Background: an optimization exercise with open tools, aiming at small area. Do not read the settings as production practice.
The RTL of this run was laid out without a check of its function.
Power figures rest on the tool's default switching activity, not on a simulated workload.

==> flow/constraint.sdc <==
create_clock -name core_clock -period 20.0 [get_ports {clk}]
set_input_delay 4.0000 -clock core_clock [delete_from_list [all_inputs] [get_ports {clk}]]
set_output_delay 4.0000 -clock core_clock [all_outputs]
set_load 0.01 [all_outputs]
==> flow/run.sh <==
#!/bin/bash
# synth_recipe.tcl (not shown) runs the flow's synth.tcl, then flattens the netlist and writes it again
# the make line also repeats each setting of config.mk as NAME=value (left out here)
make -C /OpenROAD-flow-scripts/flow DESIGN_CONFIG=/design/flow/config.mk WORK_HOME=/design/flow/orfs CLKGATE_MAP_FILE= SYNTH_SCRIPT=/design/flow/synth_recipe.tcl finish
==> flow/design.v <==
module isb(input clk,
    input rst,
    input pause,
    input outEnable,  
    output outReady,
    output [15:0]dataOut,  
    input inEnable,  
    output inReady,
    input [15:0]dataIn);  
reg [15:0]buffer[0:31];
reg [4:0]head;
reg [4:0]tail;
reg [4:0]count;
assign inReady = (count < 32);
assign dataOut = (outReady && outEnable && (count > 0)) ? buffer[head] :
                 (outReady && outEnable) ? dataIn :
                 16'h0000;
wire empty = (count == 0);
assign outReady = !empty || inEnable;
always @(posedge clk) begin
if(rst) begin
    head <= 0;
    tail <= 0;
    count <= 0;
end
else begin
    if(!empty) begin
        if(outEnable && !pause) begin
            count <= count - 1;
            if(head == 31) begin
                head <= 0;
            end
            else begin
                head <= head + 1;
            end
        end
    end
    else begin
        if(outEnable && pause) begin
            count <= count + 1;
            buffer[tail] <= dataIn;
            if(tail == 31) begin
                tail <= 0;
            end
            else begin
                tail <= tail + 1;
            end
        end
    end
    if(inEnable) begin
        if(!(count == 0 && outEnable)) begin 
            if(!empty && outEnable && !pause) begin
                count <= count;
            end
            else begin
                count <= count + 1;
            end
            buffer[tail] <= dataIn;
            if(tail == 31) begin
                tail <= 0;
            end
            else begin
                tail <= tail + 1;
            end
        end
    end
end
end
endmodule
module adder(input clk,
    input rst,
    input writeEnabled,
    input [50:0]line,
    input loadOutReady,
    input [15:0]loadOut,
    input [3:0]loadOutSrc,
    output [3:0]nextRA,
    output [1:0]RAFilled,
    output floatOutReady,
    output [15:0]floatOut,
    output [3:0]floatOutSrc,
    output [3:0]floatOutReg,
    output isJeq,
    output jeqTaken);
    reg [50:0]rs0;
    reg [50:0]rs1;
    assign nextRA = (rs0 == 0) ? 4'd0 :
                  (rs1 == 0) ? 4'd1 :
                  4'hF;
    assign RAFilled = rs0[46:46] + rs1[46:46];  
    wire float0Ready = rs0[46:46] && rs0[25:25] && rs0[4:4];  
    wire [3:0]rs0Opcode = rs0[45:42];
    wire [3:0]rs0src0 = rs0[24:21];
    wire [3:0]rs0src1 = rs0[3:0];
    wire [3:0]rs0Reg = rs0[50:47];
    wire [15:0]rs0v0 = rs0[41:26];
    wire [15:0]rs0v1 = rs0[20:5];
    wire [15:0]rs0Add = rs0v0 + rs0v1;
    wire rs0Jeq = (rs0v0 == rs0v1);
    wire float1Ready = !float0Ready && rs1[46:46] && rs1[25:25] && rs1[4:4];  
    wire [3:0]rs1Opcode = rs1[45:42];
    wire [3:0]rs1src0 = rs1[24:21];
    wire [3:0]rs1src1 = rs1[3:0];
    wire [3:0]rs1Reg = rs1[50:47];
    wire [15:0]rs1v0 = rs1[41:26];
    wire [15:0]rs1v1 = rs1[20:5];
    wire [15:0]rs1Add = rs1v0 + rs1v1;
    wire rs1Jeq = (rs1v0 == rs1v1);
    assign floatOut = (float0Ready && (rs0Opcode == 1 || rs0Opcode == 5)) ? rs0Add :
                        (float1Ready && (rs1Opcode == 1 || rs1Opcode == 5)) ? rs1Add :
                        (float0Ready && (rs0Opcode == 6)) ? {12'b0, rs0Reg} :
                        (float1Ready && (rs1Opcode == 6)) ? {12'b0, rs1Reg} :
                        16'hF;
    assign floatOutSrc = (float0Ready) ? 4'd0 :
                        (float1Ready) ? 4'd1 :
                        4'hF;
    assign floatOutReg = (float0Ready && (rs0Opcode == 1 || rs0Opcode == 5)) ? rs0Reg :
                        (float1Ready && (rs1Opcode == 1)) ? rs1Reg :
                        4'hF;
    assign floatOutReady = float0Ready || float1Ready;
    assign isJeq = (float0Ready && (rs0Opcode == 6)) || (float1Ready && (rs1Opcode == 6));
    assign jeqTaken = isJeq && ((float0Ready && rs0Jeq) || (float1Ready && rs1Jeq));
    always @(posedge clk) begin
        if(rst) begin
            rs0 <= 0;
            rs1 <= 0;
        end
        else begin
        if(writeEnabled) begin
            if(nextRA == 0) begin
                rs0 <= line;
            end
            if(nextRA == 1) begin
                rs1 <= line;
            end
        end
        if(float0Ready) begin
            rs0 <= 0;
            if((rs1src0 == floatOutSrc) && (rs1 != 0)) begin
                rs1[41:26] <= floatOut;
                rs1[25:25] <= 1;
                rs1[24:21] <= 4'hF;
            end
            if((rs1src1 == floatOutSrc) && (rs1 != 0)) begin
                rs1[20:5] <= floatOut;
                rs1[4:4] <= 1;
                rs1[3:0] <= 4'hF;
            end
        end
        else if(float1Ready) begin
            rs1 <= 0;
            if((rs0src0 == floatOutSrc) && (rs0 != 0)) begin
                rs0[41:26] <= floatOut;
                rs0[25:25] <= 1;
            end
            if((rs0src1 == floatOutSrc) && (rs0 != 0)) begin
                rs0[20:5] <= floatOut;
                rs0[4:4] <= 1;
            end
        end
        if(loadOutReady) begin
            if((rs0src0 == loadOutSrc) && !rs0[25:25]) begin
                rs0[41:26] <= loadOut;
                rs0[25:25] <= 1;
            end
            if((rs0src1 == loadOutSrc) && !rs0[4:4]) begin
                rs0[20:5] <= loadOut;
                rs0[4:4] <= 1;
            end
            if((rs1src0 == loadOutSrc) && !rs1[25:25]) begin
                rs1[41:26] <= loadOut;
                rs1[25:25] <= 1;
                rs1[24:21] <= 4'hF;
            end
            if((rs1src1 == loadOutSrc) && !rs1[4:4]) begin
                rs1[20:5] <= loadOut;
                rs1[4:4] <= 1;
                rs1[3:0] <= 4'hF;
            end
        end
        end
    end
endmodule
module loader(input clk,
    input rst,
    input writeEnabled,
    input [50:0]line,
    input floatOutReady,
    input [15:0]floatOut,
    input [3:0]floatOutSrc,
    input memReady,
    output loadMem,
    output [15:0]memAddr,
    input [15:0]memOut,
    output [3:0]nextRA,
    output [1:0]RAFilled,
    output loadOutReady,
    output [15:0]loadOut,
    output [3:0]loadOutSrc,
    output [3:0]loadOutReg);
    reg [50:0]rs0;
    reg [50:0]rs1;
    reg fetching;
    assign nextRA = (rs0 == 0) ? 4'd2 :
                  (rs1 == 0) ? 4'd3 :
                  4'hF;
    assign RAFilled = rs0[46:46] + rs1[46:46];  
    wire load0Ready = rs0[46:46] && rs0[25:25] && rs0[4:4];  
    wire [3:0]rs0Opcode = rs0[45:42];
    wire [3:0]rs0src0 = rs0[24:21];
    wire [3:0]rs0Reg = rs0[50:47];
    wire [15:0]rs0Addr = rs0[41:26];
    wire load1Ready = !load0Ready && rs1[46:46] && rs1[25:25] && rs1[4:4];  
    wire [3:0]rs1Opcode = rs1[45:42];
    wire [3:0]rs1src0 = rs1[24:21];
    wire [3:0]rs1Reg = rs1[50:47];
    wire [15:0]rs1Addr = rs1[41:26];
    assign loadMem = (load0Ready || load1Ready) && !fetching;
    assign memAddr = (load0Ready) ? rs0Addr :
                   (load1Ready) ? rs1Addr :
                    16'hF;
    assign loadOut = memOut;
    assign loadOutSrc = (load0Ready) ? 4'd2 :
                        (load1Ready) ? 4'd3 :
                        4'hF;
    assign loadOutReg = (load0Ready) ? rs0Reg :
                        (load1Ready) ? rs1Reg :
                        4'hF;
    assign loadOutReady = memReady;
    always @(posedge clk) begin
        if(rst) begin
            rs0 <= 0;
            rs1 <= 0;
            fetching <= 0;
        end
        else begin
        if(writeEnabled) begin
            if(nextRA == 2) begin
                rs0 <= line;
            end
            else begin
                rs1 <= line;
            end
        end
        if(memReady) begin
            fetching <= 0;
        end
        else if(loadMem) begin
            fetching <= 1;
        end
        if(memReady) begin
            if(load0Ready) begin
                rs0 <= 0;
                if((rs1src0 == loadOutSrc) && (rs1 != 0)) begin
                    rs1[41:26] <= loadOut;
                    rs1[25:25] <= 1;
                end
            end
            else if(load1Ready) begin
                rs1 <= 0;
                if((rs0src0 == loadOutSrc) && (rs0 != 0)) begin
                    rs0[41:26] <= loadOut;
                    rs0[25:25] <= 1;
                end
            end
        end
        if(floatOutReady) begin
            if((rs0src0 == floatOutSrc) && (rs0 != 0)) begin
                rs0[41:26] <= floatOut;
                rs0[25:25] <= 1;
            end
            if((rs1src0 == floatOutSrc) && (rs1 != 0)) begin
                rs1[41:26] <= floatOut;
                rs1[25:25] <= 1;
            end
        end
        end
    end
endmodule
module bPredictor(input clk,
    input rst,
    input [15:0]laPC,
    output [15:0]address,
    input branch,
    input [15:0]branchPC,
    input [15:0]branchAddr,
    output firstHit
    );
    reg [28:0]pTable[31:0];
    wire [4:0]index = laPC[4:0];
    wire [10:0]tag = laPC[15:5];
    wire [1:0]state = pTable[index][1:0];
    assign address = (state > 0) ? pTable[index][17:2] : 16'hFFFF;
    wire [4:0]wIndex = branchPC[4:0];
    assign firstHit = (pTable[wIndex] == 0) && branch;
    wire [28:0]writeValue;
    assign writeValue[28:18] = branchPC[15:5];
    assign writeValue[17:2] = branchAddr;
    assign writeValue[1:0] = 1;
    integer i;
    always @(posedge clk) begin
        if(rst) begin
            for(i = 0; i < 32; i = i+1) begin
                pTable[i] <= 0;
            end
        end
        else if(branch) begin
            pTable[wIndex] <= writeValue;
        end
    end
endmodule
module prefetcher(input clk,
    input rst,
    input [15:0]pc,
    input memAccess,
    input [15:0]memAddress,
    output submitMemRequest,
    output [15:0]requestAddress,
    output [15:0]orlOutput,
    output [15:0]laPC,
    input [15:0]bpAddress,
    input firstHit,
    input [15:0]branchAddr
    );
    reg [48:0]rpt[31:0];
    reg memRequest;
    reg [15:0]requestAddressR;
    reg [15:0]laPCR;
    reg orlCheck;
    reg[15:0]orl[99:0];
    assign submitMemRequest = memRequest && !orlCheck;
    assign requestAddress = requestAddressR;
    assign laPC = laPCR;
    assign orlOutput = orl[99];
    wire [10:0]pcTag = pc[15:5];
    wire [4:0]pcIndex = pc[4:0];
    wire [48:0]pcEntry = (pc < 32) ? rpt[pc[4:0]] : 49'h0;
    wire pcEntryV = pcEntry[43:43];
    wire [10:0]pcEntryTag = pcEntry[42:32];
    wire [15:0]pcEntryAddr = pcEntry[31:16];
    wire [13:0]pcEntryStride = pcEntry[15:2];
    wire [1:0]pcEntryState = pcEntry[1:0];
    wire [4:0]pcEntryTimes = pcEntry[48:44];
    wire pcEntryHit = memAccess && pcEntryV && pcTag == pcEntryTag;
    wire [15:0]pcNextAddress = memAddress + (memAddress - pcEntryAddr);
    wire [48:0]init;
    assign init[48:44] = 0;
    assign init[43:43] = 1;
    assign init[42:32] = pcEntryTag;
    assign init[31:16] = memAddress;
    assign init[15:2] = 0;
    assign init[1:0] = 0;
    wire [15:0]pcDelta = memAddress - pcEntryAddr;
    wire [48:0]transient;
    assign transient[48:44] = (pcEntryTimes != 0) ? (pcEntryTimes - 5'd1) : 5'd0;
    assign transient[43:43] = 1;
    assign transient[42:32] = pcEntryTag;
    assign transient[31:16] = memAddress;
    assign transient[15:2] = pcDelta[13:0];
    assign transient[1:0] = 1;
    wire [48:0]stable;
    assign stable[48:44] = (pcEntryTimes != 0) ? (pcEntryTimes - 5'd1) : 5'd0;
    assign stable[43:43] = 1;
    assign stable[42:32] = pcEntryTag;
    assign stable[31:16] = memAddress;
    assign stable[15:2] = pcDelta[13:0];
    assign stable[1:0] = 2;
    wire [48:0]none;
    assign none[48:44] = (pcEntryTimes != 0) ? (pcEntryTimes - 5'd1) : 5'd0;
    assign none[43:43] = 1;
    assign none[42:32] = pcEntryTag;
    assign none[31:16] = memAddress;
    assign none[15:2] = pcDelta[13:0];
    assign none[1:0] = 3;
    wire [10:0]laPCTag = laPCR[15:5];
    wire [4:0]laPCIndex = laPCR[4:0];
    wire [48:0]laPCEntry = (laPCR < 32) ? rpt[laPCR[4:0]] : 49'h0;
    wire laPCEntryV = laPCEntry[43:43];
    wire [15:0]laPCEntryAddr = laPCEntry[31:16];
    wire [13:0]laPCEntryStride = laPCEntry[15:2];
    wire [1:0]laPCEntryState = laPCEntry[1:0];
    wire [4:0]laPCEntryTimes = laPCEntry[48:44];
    wire [15:0]laPCNextAddress = laPCEntryAddr + {2'b0, laPCEntryStride}*({11'b0, laPCEntryTimes}+16'd1);
    wire [48:0]laPCRPT;
    assign laPCRPT[48:44] = laPCEntryTimes + 5'd1;
    assign laPCRPT[43:0] = laPCEntry[43:0];
    always @(posedge clk) begin
        if(rst) begin
            laPCR <= 0;
        end
        else if(firstHit) begin
            laPCR <= branchAddr;
        end
        else if(bpAddress != 16'hFFFF) begin
            laPCR <= bpAddress;
        end
        else begin
            laPCR <= laPCR + 1;
        end
    end
    integer i;
    always @(posedge clk) begin
        if(rst) begin
            for(i = 0; i < 32; i = i + 1) begin
                rpt[i] <= 0;
            end
            memRequest <= 0;
            requestAddressR <= 0;
        end
        else if(memAccess) begin
            if(pcEntryHit) begin
                if(pcEntryState == 0) begin
                    rpt[pcIndex] <= transient;
                end
                else if({2'b0, pcEntryStride} == pcDelta && (pcEntryState != 3)) begin
                    rpt[pcIndex] <= stable;
                end
                else if({2'b0, pcEntryStride} == pcDelta && (pcEntryState == 3)) begin
                    rpt[pcIndex] <= transient;
                end
                else if({2'b0, pcEntryStride} != pcDelta && (pcEntryState == 2)) begin
                    rpt[pcIndex] <= init;
                end
                else if({2'b0, pcEntryStride} != pcDelta && (pcEntryState == 1) || (pcEntryState == 3)) begin
                    rpt[pcIndex] <= none;
                end
                if(pcEntryState != 3) begin
                    memRequest <= 1;
                    requestAddressR <= pcNextAddress;
                end
            end
            else begin
                rpt[pcIndex] <= init;
            end
        end
        else if(laPCEntryV) begin
            memRequest <= 1;
            requestAddressR <= laPCNextAddress;
            rpt[laPCIndex] <= laPCRPT;
        end
        else begin
            memRequest <= 0;
            requestAddressR <= 0;
        end
    end
    always @(posedge clk) begin
        if(rst) begin
            for(i = 0; i < 100; i = i + 1) begin
                orl[i] <= 16'hFFFF;
            end
            orlCheck <= 0;
        end
        else begin
        for(i = 1; i < 100; i = i + 1) begin
            orl[i] <= orl[i-1];
            if(memAccess) begin
                if(orl[i] == pcNextAddress) begin
                    orlCheck <= 1;
                end
            end
            else if(laPCEntryV) begin
                if(orl[i] == laPCNextAddress) begin
                    orlCheck <= 1;
                end
            end
            else if(memRequest) begin
                orlCheck <= 0;
            end
        end
        if(memAccess) begin
            orl[0] <= memAddress;
        end
        else if(memRequest) begin
            orl[0] <= requestAddressR;
        end
        else begin
           orl[0] <= 16'hFFFF;
        end
        end
    end
endmodule
module cache(input clk,
    input rst,
    input iReadEnable,
    input [15:0]iAddress,
    output iMemReady,
    output [15:0]iDataOut,
    input dReadEnable,
    input [15:0]dAddress,
    output dMemReady,
    output [15:0]dDataOut,
    input [15:0]pc,
    input jmp,
    input [11:0]jmpAddr,
    output fetchEnable,
    output [15:0]fetchAddr,
    input iReady,
    input [63:0]iData,
    output dMemEnable,
    output [15:0]dMemAddress,
    input dReady,
    input [63:0]dData);
    integer i;
    reg [79:0]iCache[31:0];
    reg iCacheV[31:0];
    reg iLRU[31:0];
    reg [15:0]raddr;
    wire [15:0]iAddressReal = iReadEnable ? iAddress : raddr;
    wire [3:0]index = iAddressReal[5:2];
    wire [15:0]iTag = {6'b0, iAddressReal[15:6]};
    wire [1:0]blockIndex = iAddressReal[1:0];
    wire [79:0]iCacheAssign;
    assign iCacheAssign[79:64] = iTag;  
    assign iCacheAssign[63:0] = iData;  
    wire [79:0]value1 = iCache[{1'b0, index}];
    wire value1V = iCacheV[{1'b0, index}];
    wire [15:0]value1Tag = value1[79:64];
    wire [63:0]value1Val = value1[63:0];
    wire [79:0]value2 = iCache[{1'b1, index}];
    wire value2V = iCacheV[{1'b1, index}];
    wire [15:0]value2Tag = value2[79:64];
    wire [63:0]value2Val = value2[63:0];
    wire icachev1Hit = (value1V && (value1Tag == iTag));
    wire icachev2Hit = (value2V && (value2Tag == iTag));
    wire icacheHit = icachev1Hit || icachev2Hit;
    wire [63:0]icacheVal = icachev1Hit ? value1Val :
                        icachev2Hit ? value2Val :
                        64'h0;
    assign fetchEnable = (!icacheHit && iReadEnable);
    assign fetchAddr = iAddress;
    assign iMemReady = (icacheHit) ? 1'b1 :
                    iReady;
    wire [63:0]iBlockOut = (icacheHit) ? icacheVal :
                         iData;
    assign iDataOut = (blockIndex == 3) ? iBlockOut[15:0] :
                          (blockIndex == 2) ? iBlockOut[31:16] :
                          (blockIndex == 1) ? iBlockOut[47:32] :
                          iBlockOut[63:48];
    always @(posedge clk) begin
        if(rst) begin
            raddr <= 16'h0000;
        end
        else if(iReadEnable) begin
            raddr <= iAddress;
        end
    end
    always @(posedge clk) begin
        if(rst) begin
            for(i = 0;i<16;i = i+1) begin
                iLRU[i] <= 0;
                iLRU[i+16] <= 1;
                iCacheV[i] <= 0;
                iCacheV[i+16] <= 0;
            end
        end
        else if(iReady) begin
            if(!value1V) begin
                iCacheV[{1'b0, index}] <= 1;
                iLRU[{1'b0, index}] <= 0;
                iLRU[{1'b1, index}] <= 1;
            end
            else if(!value2V) begin
                iCacheV[{1'b1, index}] <= 1;
                iLRU[{1'b0, index}] <= 1;
                iLRU[{1'b1, index}] <= 0;
            end
            else if(iLRU[{1'b0, index}]) begin
                iCacheV[{1'b0, index}] <= 1;
                iLRU[{1'b0, index}] <= 0;
                iLRU[{1'b1, index}] <= 1;
            end
            else begin
                iCacheV[{1'b1, index}] <= 1;
                iLRU[{1'b0, index}] <= 1;
                iLRU[{1'b1, index}] <= 0;
            end
        end
    end
    always @(posedge clk) begin
        if(!rst && iReady) begin
            if(!value1V) begin
                iCache[{1'b0, index}] <= iCacheAssign;
            end
            else if(!value2V) begin
                iCache[{1'b1, index}] <= iCacheAssign;
            end
            else if(iLRU[{1'b0, index}]) begin
                iCache[{1'b0, index}] <= iCacheAssign;
            end
            else begin
                iCache[{1'b1, index}] <= iCacheAssign;
            end
        end
    end
    reg [79:0]dCache[31:0];
    reg dCacheV[31:0];
    reg dLRU[31:0];
    wire memRequest;
    wire [15:0]requestAddress;
    wire [15:0]orlOutput;
    reg [15:0]daddr;
    wire [15:0]dAddressRead = dReadEnable ? dAddress :  
                              orlOutput;  
    wire [3:0]dIndex = dAddressRead[5:2];
    wire [15:0]dTag = {6'b0, dAddressRead[15:6]};
    wire [1:0]dBlockIndex = dAddressRead[1:0];
    wire [79:0]dvalue1 = dCache[{1'b0, dIndex}];
    wire dvalue1V = dCacheV[{1'b0, dIndex}];
    wire [15:0]dvalue1Tag = dvalue1[79:64];
    wire [63:0]dvalue1Val = dvalue1[63:0];
    wire [79:0]dvalue2 = dCache[{1'b1, dIndex}];
    wire dvalue2V = dCacheV[{1'b1, dIndex}];
    wire [15:0]dvalue2Tag = dvalue2[79:64];
    wire [63:0]dvalue2Val = dvalue2[63:0];
    wire dcachev1Hit = (dvalue1V && (dvalue1Tag == dTag));
    wire dcachev2Hit = (dvalue2V && (dvalue2Tag == dTag));
    wire dcacheHit = dcachev1Hit || dcachev2Hit;
    wire [63:0]dcacheVal = dcachev1Hit ? dvalue1Val :
                        dcachev2Hit ? dvalue2Val :
                        64'h0;
    wire dataComplete = (dReady && orlOutput == daddr);
    assign dMemReady = (dcacheHit && dReadEnable) ? 1'b1 :
                     dataComplete;  
    wire [63:0]dBlockOut = (dcacheHit) ? dcacheVal :
                         dData;
    assign dDataOut = (dBlockIndex == 3) ? dBlockOut[15:0] :
                          (dBlockIndex == 2) ? dBlockOut[31:16] :
                          (dBlockIndex == 1) ? dBlockOut[47:32] :
                          dBlockOut[63:48];
    assign dMemEnable = (!dcacheHit && dReadEnable) || memRequest;
    assign dMemAddress = (dReadEnable) ? dAddress :
                       requestAddress;
    wire [15:0]dAddressWrite = orlOutput;  
    wire [3:0]dIndexW = dAddressWrite[5:2];
    wire [79:0]dCacheAssign;
    assign dCacheAssign[79:64] = dTag;  
    assign dCacheAssign[63:0] = dData;  
    always @(posedge clk) begin
        if(rst) begin
            daddr <= 16'hFFFF;
        end
        else if(dReadEnable && !dMemReady) begin
            daddr <= dAddress;
        end
        else if(dMemReady) begin
            daddr <= 16'hFFFF;
        end
    end
    always @(posedge clk) begin
        if(rst) begin
            for(i = 0;i<16;i = i+1) begin
                dLRU[i] <= 0;
                dLRU[i+16] <= 1;
                dCacheV[i] <= 0;
                dCacheV[i+16] <= 0;
            end
        end
        else if(dReady) begin
            if(!dvalue1V) begin
                dCacheV[{1'b0, dIndexW}] <= 1;
                dLRU[{1'b0, dIndexW}] <= 0;
                dLRU[{1'b1, dIndexW}] <= 1;
            end
            else if(!dvalue2V) begin
                dCacheV[{1'b1, dIndexW}] <= 1;
                dLRU[{1'b0, dIndexW}] <= 1;
                dLRU[{1'b1, dIndexW}] <= 0;
            end
            else if(dLRU[{1'b0, dIndexW}]) begin
                dCacheV[{1'b0, dIndexW}] <= 1;
                dLRU[{1'b0, dIndexW}] <= 0;
                dLRU[{1'b1, dIndexW}] <= 1;
            end
            else begin
                dCacheV[{1'b1, dIndexW}] <= 1;
                dLRU[{1'b0, dIndexW}] <= 1;
                dLRU[{1'b1, dIndexW}] <= 0;
            end
        end
    end
    always @(posedge clk) begin
        if(!rst && dReady) begin
            if(!dvalue1V) begin
                dCache[{1'b0, dIndexW}] <= dCacheAssign;
            end
            else if(!dvalue2V) begin
                dCache[{1'b1, dIndexW}] <= dCacheAssign;
            end
            else if(dLRU[{1'b0, dIndexW}]) begin
                dCache[{1'b0, dIndexW}] <= dCacheAssign;
            end
            else begin
                dCache[{1'b1, dIndexW}] <= dCacheAssign;
            end
        end
    end
    wire branch = jmp;
    wire [15:0]branchPC = pc;
    wire [15:0]branchAddr = {4'b0, jmpAddr};
    wire [15:0]bpAddress;
    wire firstHit;
    wire [15:0]laPC;
    bPredictor bp(clk, rst,
        laPC,
        bpAddress,
        branch,
        branchPC,
        branchAddr,
        firstHit);
    wire resetPC = firstHit;
    prefetcher pre(clk, rst,
        pc,
        dReadEnable,
        dAddress,
        memRequest,
        requestAddress,
        orlOutput,
        laPC,
        bpAddress,
        resetPC,
        branchAddr
        );
endmodule
module cpu_top(input clk,
    input rst,
    output imem_req,
    output [15:0]imem_addr,
    input imem_ready,
    input [63:0]imem_data,
    output dmem_req,
    output [15:0]dmem_addr,
    input dmem_ready,
    input [63:0]dmem_data,
    output halted,
    output [255:0]regs_out);
    reg fetching;
    reg stallFetch;  
    reg [15:0]pc;
    wire inReady;
    wire outReady;
    wire [15:0]isbOut;
    wire iRead = !fetching && inReady && !stallFetch;
    wire [15:0]imemIn = pc;
    wire imemReady;
    wire [15:0]imemOut;
    wire fastFetch = (imemReady && iRead);
    wire earlyJump = imemReady && (imemOut[15:12] == 2) && (fetching || fastFetch);
    wire [11:0]jmpDest = imemOut[11:0];
    wire jeq = imemReady && (imemOut[15:12] == 6) && (fetching || fastFetch);
    wire dData;
    wire [15:0]dmemIn;
    wire dmemReady;
    wire [15:0]dmemOut;
    wire [3:0]nextFloatRA;
    wire [1:0]floatFilled;
    wire floatOutReady;
    wire [15:0]floatOut;
    wire [3:0]floatOutSrc;
    wire [3:0]floatOutReg;
    wire isJeq;
    wire jeqTaken;
    wire [3:0]nextLoadRA;
    wire [1:0]loadFilled;
    wire loadOutReady;
    wire [15:0]loadOut;
    wire [3:0]loadOutSrc;
    wire [3:0]loadOutReg;
    cache i0(clk, rst,
       iRead,
       imemIn,
       imemReady,
       imemOut,
       dData,
       dmemIn,
       dmemReady,
       dmemOut,
       pc,
       earlyJump,
       jmpDest,
       imem_req, imem_addr, imem_ready, imem_data,
       dmem_req, dmem_addr, dmem_ready, dmem_data
    );
    always @(posedge clk) begin
        if(rst) begin
            fetching <= 0;
            stallFetch <= 0;
            pc <= 16'h0000;
        end
        else begin
        if(iRead && !fastFetch) begin
            fetching <= 1;
        end
        else if(imemReady) begin
            if(stallFetch && !isJeq) begin
                pc <= pc;
            end
            else if(jeqTaken) begin
                pc <= pc + floatOut;
            end
            else if(earlyJump) begin
                pc <= {4'b0, jmpDest};
            end
            else if(jeq) begin
                pc <= pc;
            end
            else begin
                pc <= pc + 1;
            end
            fetching <= 0;
        end
        if(jeq) begin
            stallFetch <= 1;
        end
        if(isJeq) begin
            stallFetch <= 0;
        end
        end
    end
    reg stallDispatch;
    wire willStall;
    wire pause = stallDispatch || willStall;
    wire outEnable = outReady;
    wire inEnable = imemReady && inReady && !earlyJump && !stallFetch;
    wire [15:0]isbIn = imemOut;
    isb ib(clk, rst,
        pause,
        outEnable,  
        outReady,  
        isbOut,  
        inEnable,  
        inReady,  
        isbIn);  
    reg [15:0]regs[0:15];
    reg [3:0]regsSource[0:15];
    reg regsValid[0:15];
    wire [15:0]inst = isbOut;
    wire [3:0]opcode = inst[15:12];
    wire [3:0]ra = inst[11:8];
    wire [3:0]rb = inst[7:4];
    wire [3:0]rt = inst[3:0];
    wire [15:0]ii = {8'b0, inst[11:4]};  
    wire [50:0]addRS;  
    wire [50:0]loadRS;
    wire floatWE;
    wire loadWE;
    wire overwriteAdd = (floatWE && floatOutReady && floatOutReg == addRS[50:47] && addRS[45:42] == 1) ||  
                        (loadWE && floatOutReady && floatOutReg == loadRS[50:47]);  
    wire overwriteLoad = (floatWE && loadOutReady && loadOutReg == addRS[50:47] && addRS[45:42] == 1) ||  
                         (loadWE && loadOutReady && loadOutReg == loadRS[50:47]);  
    wire needsFloat = (opcode == 1) || (opcode == 5) || (opcode == 6);
    wire needsLoad = (opcode == 4) || (opcode == 5);
    assign willStall = (outEnable) &&
        ((needsFloat && (floatFilled == 2)) ||
        (needsLoad && (loadFilled == 2)) ||
        ((opcode == 3) && (floatFilled > 0 || loadFilled > 0)));
    reg finish;
    assign halted = finish;
    genvar g;
    generate
        for (g = 0; g < 16; g = g + 1) begin : regs_o
            assign regs_out[16*g+15:16*g] = regs[g];
        end
    endgenerate
    integer i;
    always @(posedge clk) begin
        if(rst) begin
            for (i = 0; i < 16; i = i + 1) begin
                regs[i] <= 16'h0000;
                regsSource[i] <= 4'hF;
                regsValid[i] <= 1;
            end
            stallDispatch <= 0;
            finish <= 0;
        end
        else begin
        if(floatOutReady && !isJeq) begin
            if((regsSource[floatOutReg] == floatOutSrc) && (regsValid[floatOutReg] == 0) && !overwriteAdd) begin
                regs[floatOutReg] <= floatOut;
                regsValid[floatOutReg] <= 1;
            end
        end
        if(loadOutReady) begin
            if((regsSource[loadOutReg] == loadOutSrc) && (regsValid[loadOutReg] == 0) && !overwriteLoad) begin
                regs[loadOutReg] <= loadOut;
                regsValid[loadOutReg] <= 1;
            end
        end
        stallDispatch <= (outEnable) &&  
                         ((needsFloat && (floatFilled == 2)) ||  
                         (needsLoad && (loadFilled == 2)) ||  
                         ((opcode == 3) && (floatFilled > 0 || loadFilled > 0)));  
        if(outEnable && !finish && !pause) begin
            if(opcode == 0) begin
                regs[rt] <= ii;
                regsSource[rt] <= 4'hF;  
                regsValid[rt] <= 1;  
            end
            else if(opcode == 1) begin
                regsValid[rt] <= 0;
                if(nextFloatRA == 0) begin
                    regsSource[rt] <= 0;
                end
                else begin
                    regsSource[rt] <= 1;
                end
            end
            else if(opcode == 3) begin
                if(floatFilled == 0 && loadFilled == 0) begin
                    finish <= 1;
                end
            end
            else if(opcode == 4) begin
                regsValid[rt] <= 0;
                if(nextLoadRA == 2) begin
                    regsSource[rt] <= 2;
                end
                else begin
                    regsSource[rt] <= 3;
                end
            end
            else if(opcode == 5) begin
                regsValid[rt] <= 0;
                if(nextLoadRA == 2) begin
                    regsSource[rt] <= 2;
                end
                else begin
                    regsSource[rt] <= 3;
                end
            end
        end
        end
    end
    assign addRS[50:47] = rt;
    assign addRS[46:46] = 1;
    assign addRS[45:42] = opcode;
    assign addRS[41:26] = (regsValid[ra]) ? regs[ra] :  
                          (floatOutReady && floatOutSrc == regsSource[ra]) ? floatOut :  
                          (loadOutReady && loadOutSrc == regsSource[ra]) ? loadOut :  
                           {12'b0, regsSource[ra]};  
    assign addRS[25:25] = (regsValid[ra]) ? 1'b1 :
                          (floatOutReady && floatOutSrc == regsSource[ra]) ? 1'b1 :
                          (loadOutReady && loadOutSrc == regsSource[ra]) ? 1'b1 :
                           1'b0;
    assign addRS[24:21] = (regsSource[ra]);  
    assign addRS[20:5] = (regsValid[rb]) ? regs[rb] :  
                         (floatOutReady && floatOutSrc == regsSource[rb]) ? floatOut :  
                         (loadOutReady && loadOutSrc == regsSource[rb]) ? loadOut :  
                          {12'b0, regsSource[rb]};  
    assign addRS[4:4] = (regsValid[rb]) ? 1'b1 :
                        (floatOutReady && floatOutSrc == regsSource[rb]) ? 1'b1 :
                        (loadOutReady && loadOutSrc == regsSource[rb]) ? 1'b1 :
                         1'b0;
    assign addRS[3:0] = (regsSource[rb]);  
    assign floatWE = !pause && outEnable && needsFloat;
    adder add(clk, rst,
        floatWE, addRS,
        loadOutReady,loadOut,loadOutSrc,
        nextFloatRA,floatFilled,floatOutReady,
        floatOut,floatOutSrc,floatOutReg,
        isJeq,jeqTaken);
    assign loadRS[50:47] = rt;
    assign loadRS[46:46] = 1;
    assign loadRS[45:42] = opcode;
    assign loadRS[41:26] = (opcode == 4) ? ii : 16'h0000;  
    assign loadRS[25:25] = (opcode == 4) ? 1'b1 : 1'b0;  
    assign loadRS[24:21] = (opcode == 5) ? nextFloatRA : 4'hF;
    assign loadRS[20:5] = 16'hFFFF;  
    assign loadRS[4:4] = 1;
    assign loadRS[3:0] = 4'hF;
    assign loadWE = !pause && outEnable && needsLoad;
    loader load(clk, rst,
        loadWE, loadRS,  
        !isJeq ? floatOutReady : 1'b0,floatOut,floatOutSrc,  
        dmemReady,dData,dmemIn,dmemOut,  
        nextLoadRA,loadFilled,loadOutReady,  
        loadOut,loadOutSrc,loadOutReg);  
endmodule
==> flow/config.mk <==
export PLATFORM = sky130hd
export DESIGN_NAME = cpu_top
export DESIGN_NICKNAME = cpu_top
export VERILOG_FILES = /design/flow/design.v
export SDC_FILE = /design/flow/constraint.sdc
export NUM_CORES = 8
export LEC_CHECK = 0
export CAP_MARGIN = 20
export CORE_MARGIN = 2
export CORE_UTILIZATION = 25
export PLACE_DENSITY = 0.35
export SLEW_MARGIN = 20
==> flow_summary.ini <==
[route]
drt_wl_total_um = 1929000
antenna_left = 0
drt-vias-per-instance = 5.022
wl_per_cell_um = 32.85
drc = 0
dr.pass1.iters = 7
drt_iter0_drc = 30480
num_vias = 294800

[placed_design]
portBuffers = 422
placed_area_sq_um = 482500
gp_congestion = 0.8729
dp_hpwl_um = 1180000

[yosys]
yosys_warnings = 8
synth-edff-count = 7728
postSynthCellCount = 33780
yosysSeqAreaShare_pct = 61.84
ys_seq_elements = 9914
syn-cell-area_sq_um = 446100
synthFlopType = edfxtp_1
synth_area_leaders = edfxtp_1 (52%), dfxtp_1 (9.8%), mux4_2 (9.2%)
synth.avg_cell_area_sq_um = 13.21
ys_async_sr_fraction_pct = 0
syn_nets = 34090
synth.distinct_cells = 121
synth_top_cell_by_area = edfxtp_1
synth_top_area_share_pct = 52.03

[timing]
max_slew_margin_pct = 23.10
holdWs_ns = 0.4020
finalSetupTns_ns = 0
post-route-period-util_pct = 67.63
hold_viol = 0
finalCriticalPeriod_ns = 13.53
finalSetupViolations = 0
grt_setup_unrepaired = no
clock-skew-final_ns = 0.1336
timing.fmax_ghz = 0.07394
slew_violations = 0
tightest_slew_ns = 1.121

[hold_path]
worstHoldPathCells = 1
worst_hold_path_type = register to register

[run_status]
status = finished clean

[clock_tree]
cts_setup_buffers = 0
htreeDepth = 7
tritoncts = yes
cts_root_buf = clkbuf_16
cts_made_buffers = 1303
clock_path_buffers = 6
hold_buffers = 0
clk_latency_ns = 1.36
cts.reportedPaths.clkPinSlew_ns = 0.06
cts_resized = 0
cts_sinks = 9914

[finish]
fillers = 178900
drive_gt1_share_pct = 19.55
fin_util_pct = 29.34
syn2layout_area_growth_pct = 17.05
final_cell_area_sq_um = 522100
finish.net_count = 34420

[power]
p_sw_uw = 28060
p_per_area_nw_per_um2 = 140.3
seqPwrFrac_pct = 31.5
power.leakage_uw = 0.1733
peakVddDrop_mv = 0.7966
pwr-share-clk_pct = 30.4
power_frac_comb_pct = 38.1
p_int_uw = 45210
swShare_pct = 38.30

[global_routing]
grt_overflow_total = 0
antenna_found_initial = 159
grt.total_usage_pct = 20.79
grt_max_degree = 248
grt_pass1_wl_um = 2628000
grt_pass1_vias = 298200

[worst_setup_path]
path_max_fanout = 77
worst-setup-path-type = register to register
cp.arrival_ns = 14.75
rrSetupSlack_ns = 6.47
end_kind = register
r2r_cells = 39
cp_slowest_cell = nor4_2
worstSetupStartpointType = register
cp.required_ns = 21.22
max_stage_delay_ns = 0.83

[job]
cap_violations = 0

[floorplanning]
io_pins = 423
start_util_pct = 25.06
die_area_sq_um = 1795000
num_rows = 490
die_x_um = 1340
coreArea_sq_um = 1780000
dieHeight_um = 1340
[worst max-delay path, delay by kind of cell (launching register included)]
family                     cells  cell delay (ns)
AOI/OAI and AO/OA             12             3.03
adders and majority gates      6             2.67
buffers and inverters          8             2.38
muxes                          4             1.80
and+or+nand+nor                6             1.65
xor gates and xnor gates       3             0.97
DFF                            1             0.72
[cells by family (layout without fill, tap and decap cells)]
family | count (synthesis) | in the layout | synth area share, %
buffers and inverters | 3008 | 4278 | 2.705
adders and majority gates | 177 | 177 | 0.5992
xor gates and xnor gates | 3204 | 3204 | 6.291
AOI/OAI and AO/OA | 3396 | 3396 | 5.231
DFF | 9914 | 9914 | 61.84
other | 0 | 33 | 0
muxes | 2582 | 2582 | 10.92
and+or+nand+nor | 11500 | 11500 | 12.42
[power groups by stage]
stage,Sequential (uW),Combinational (uW),Clock [uW]
after floorplan,23200,18300,0
after global placement,23500,28500,0
after detailed placement,23500,28300,0
after CTS,23000,28400,22900
after global routing,23100,30000,23600
final,23000,27900,22300
[cells in the mapped netlist, types with 382 or more instances]
master / number
edfxtp_1: 7728
nand2_1: 3677
nor2_1: 2496
dfxtp_1: 2186
clkbuf_1: 1870
mux4_2: 1822
xnor2_1: 1683
xor2_1: 1521
or2_2: 1518
nand3_1: 1049
and3_1: 947
mux2i_1: 728
a21oi_1: 684
nor4_1: 553
buf_1: 522
nand4_1: 520
a211oi_1: 440
inv_1: 385
o21ai_0: 382
[metrics by stage]
step / power (uW) / setup slack (ns) / std cells
floorplan: 41510 / 8.006 / 33780
global placement: 51910 / 5.889 / 56400
detailed placement: 51720 / 6.343 / 56410
CTS: 74290 / 6.068 / 58660
global route: 76670 / 5.926 / 58670
finish: 73270 / 6.475 / 58700
[layout by cell type (no fill, tap or decap), types with 355 or more instances in the layout]
master / netlist / final
mux4_2: 1822 / 1821
edfxtp_1: 7728 / 7728
xor2_1: 1521 / 1514
clkbuf_1: 1870 / 355
dfxtp_1: 2186 / 2160
a21oi_1: 684 / 643
buf_4: 56 / 1146
nor4_1: 553 / 542
nor2_1: 2496 / 2390
a211oi_1: 440 / 437
inv_1: 385 / 381
nand2_1: 3677 / 3598
xnor2_1: 1683 / 1665
clkbuf_16: 0 / 1327
nand4_1: 520 / 520
mux2i_1: 728 / 722
and3_1: 947 / 938
clkdlybuf4s50_1: 0 / 411
o21ai_0: 382 / 366
nand3_1: 1049 / 1044
or2_2: 1518 / 1520
[state kept, by name (all words and copies together) (netlist names), 51 cells and up, named ones only]
register and flops:
i0.pre.orl 1600, i0.bp.pTable 768, ib.buffer 512, regs 256
add.rs1 51, i0.pre.rpt 1568, load.rs1 51, i0.iCache 2368
i0.dCache 2368, load.rs0 51
[worst paths after layout]
path / start / to
setup reg to reg: i0.pre.laPCR[0] / i0.pre.orlCheck
hold reg to reg: i0.pre.orl[0][13] / i0.pre.orl[1][13]
setup / recovery: i0.pre.laPCR[0] / i0.pre.orlCheck
hold / removal: i0.pre.orl[0][13] / i0.pre.orl[1][13]
[cell type report]
cell class | instances | area (sq um) | share of cell area, %
flip-flops and latches | 9914 | 275900 | 52.84
diodes | 33 | 82.58 | 0.01582
well taps | 23620 | 29550 | 5.659
repair buffers | 1635 | 14230 | 2.725
multi-input cells | 20860 | 161500 | 30.93
clock inverters | 466 | 3437 | 0.6583
inverters | 395 | 1503 | 0.2878
clock buffers | 1782 | 35900 | 6.876
[routing by layer]
metal / global-route usage (%) / vias to the layer above / routed length, um
li1: - / 125900 / -
met1: 28.71 / 156700 / 860500
met2: 34.11 / 9722 / 905300
met3: 2.745 / 2465 / 101600
met4: 5.917 / 10 / 61000
met5: 0 / - / 64

## afterwards: timing with drivers on the ports
How much do the figures lean on ideal ports? The routed layout below was timed once more, with nothing changed but the port constraints. Step 1: set_driving_cell puts a clkbuf_16 on clk and a buf_2 on each other input, an assumption about the parent block. Step 2 moves the port delays by t, midway between the first and last clock arrival at a register: inputs arrive t later, outputs are due t later. That takes back most of the time a late clock gives input paths. Three values: ideal, step 1, step 2; two values: the first two.
shift t [ns]: 1.482
setup slack, ns: 6.475 / 6.475 / 6.475
worst slew at a driven data input, ns: 0.33
cell pins on the clock port's net: 1
After both steps setup and hold are still met in this run. The setup slack of this run moves by 0.000 ns with the drivers and by 0.000 ns with both steps.
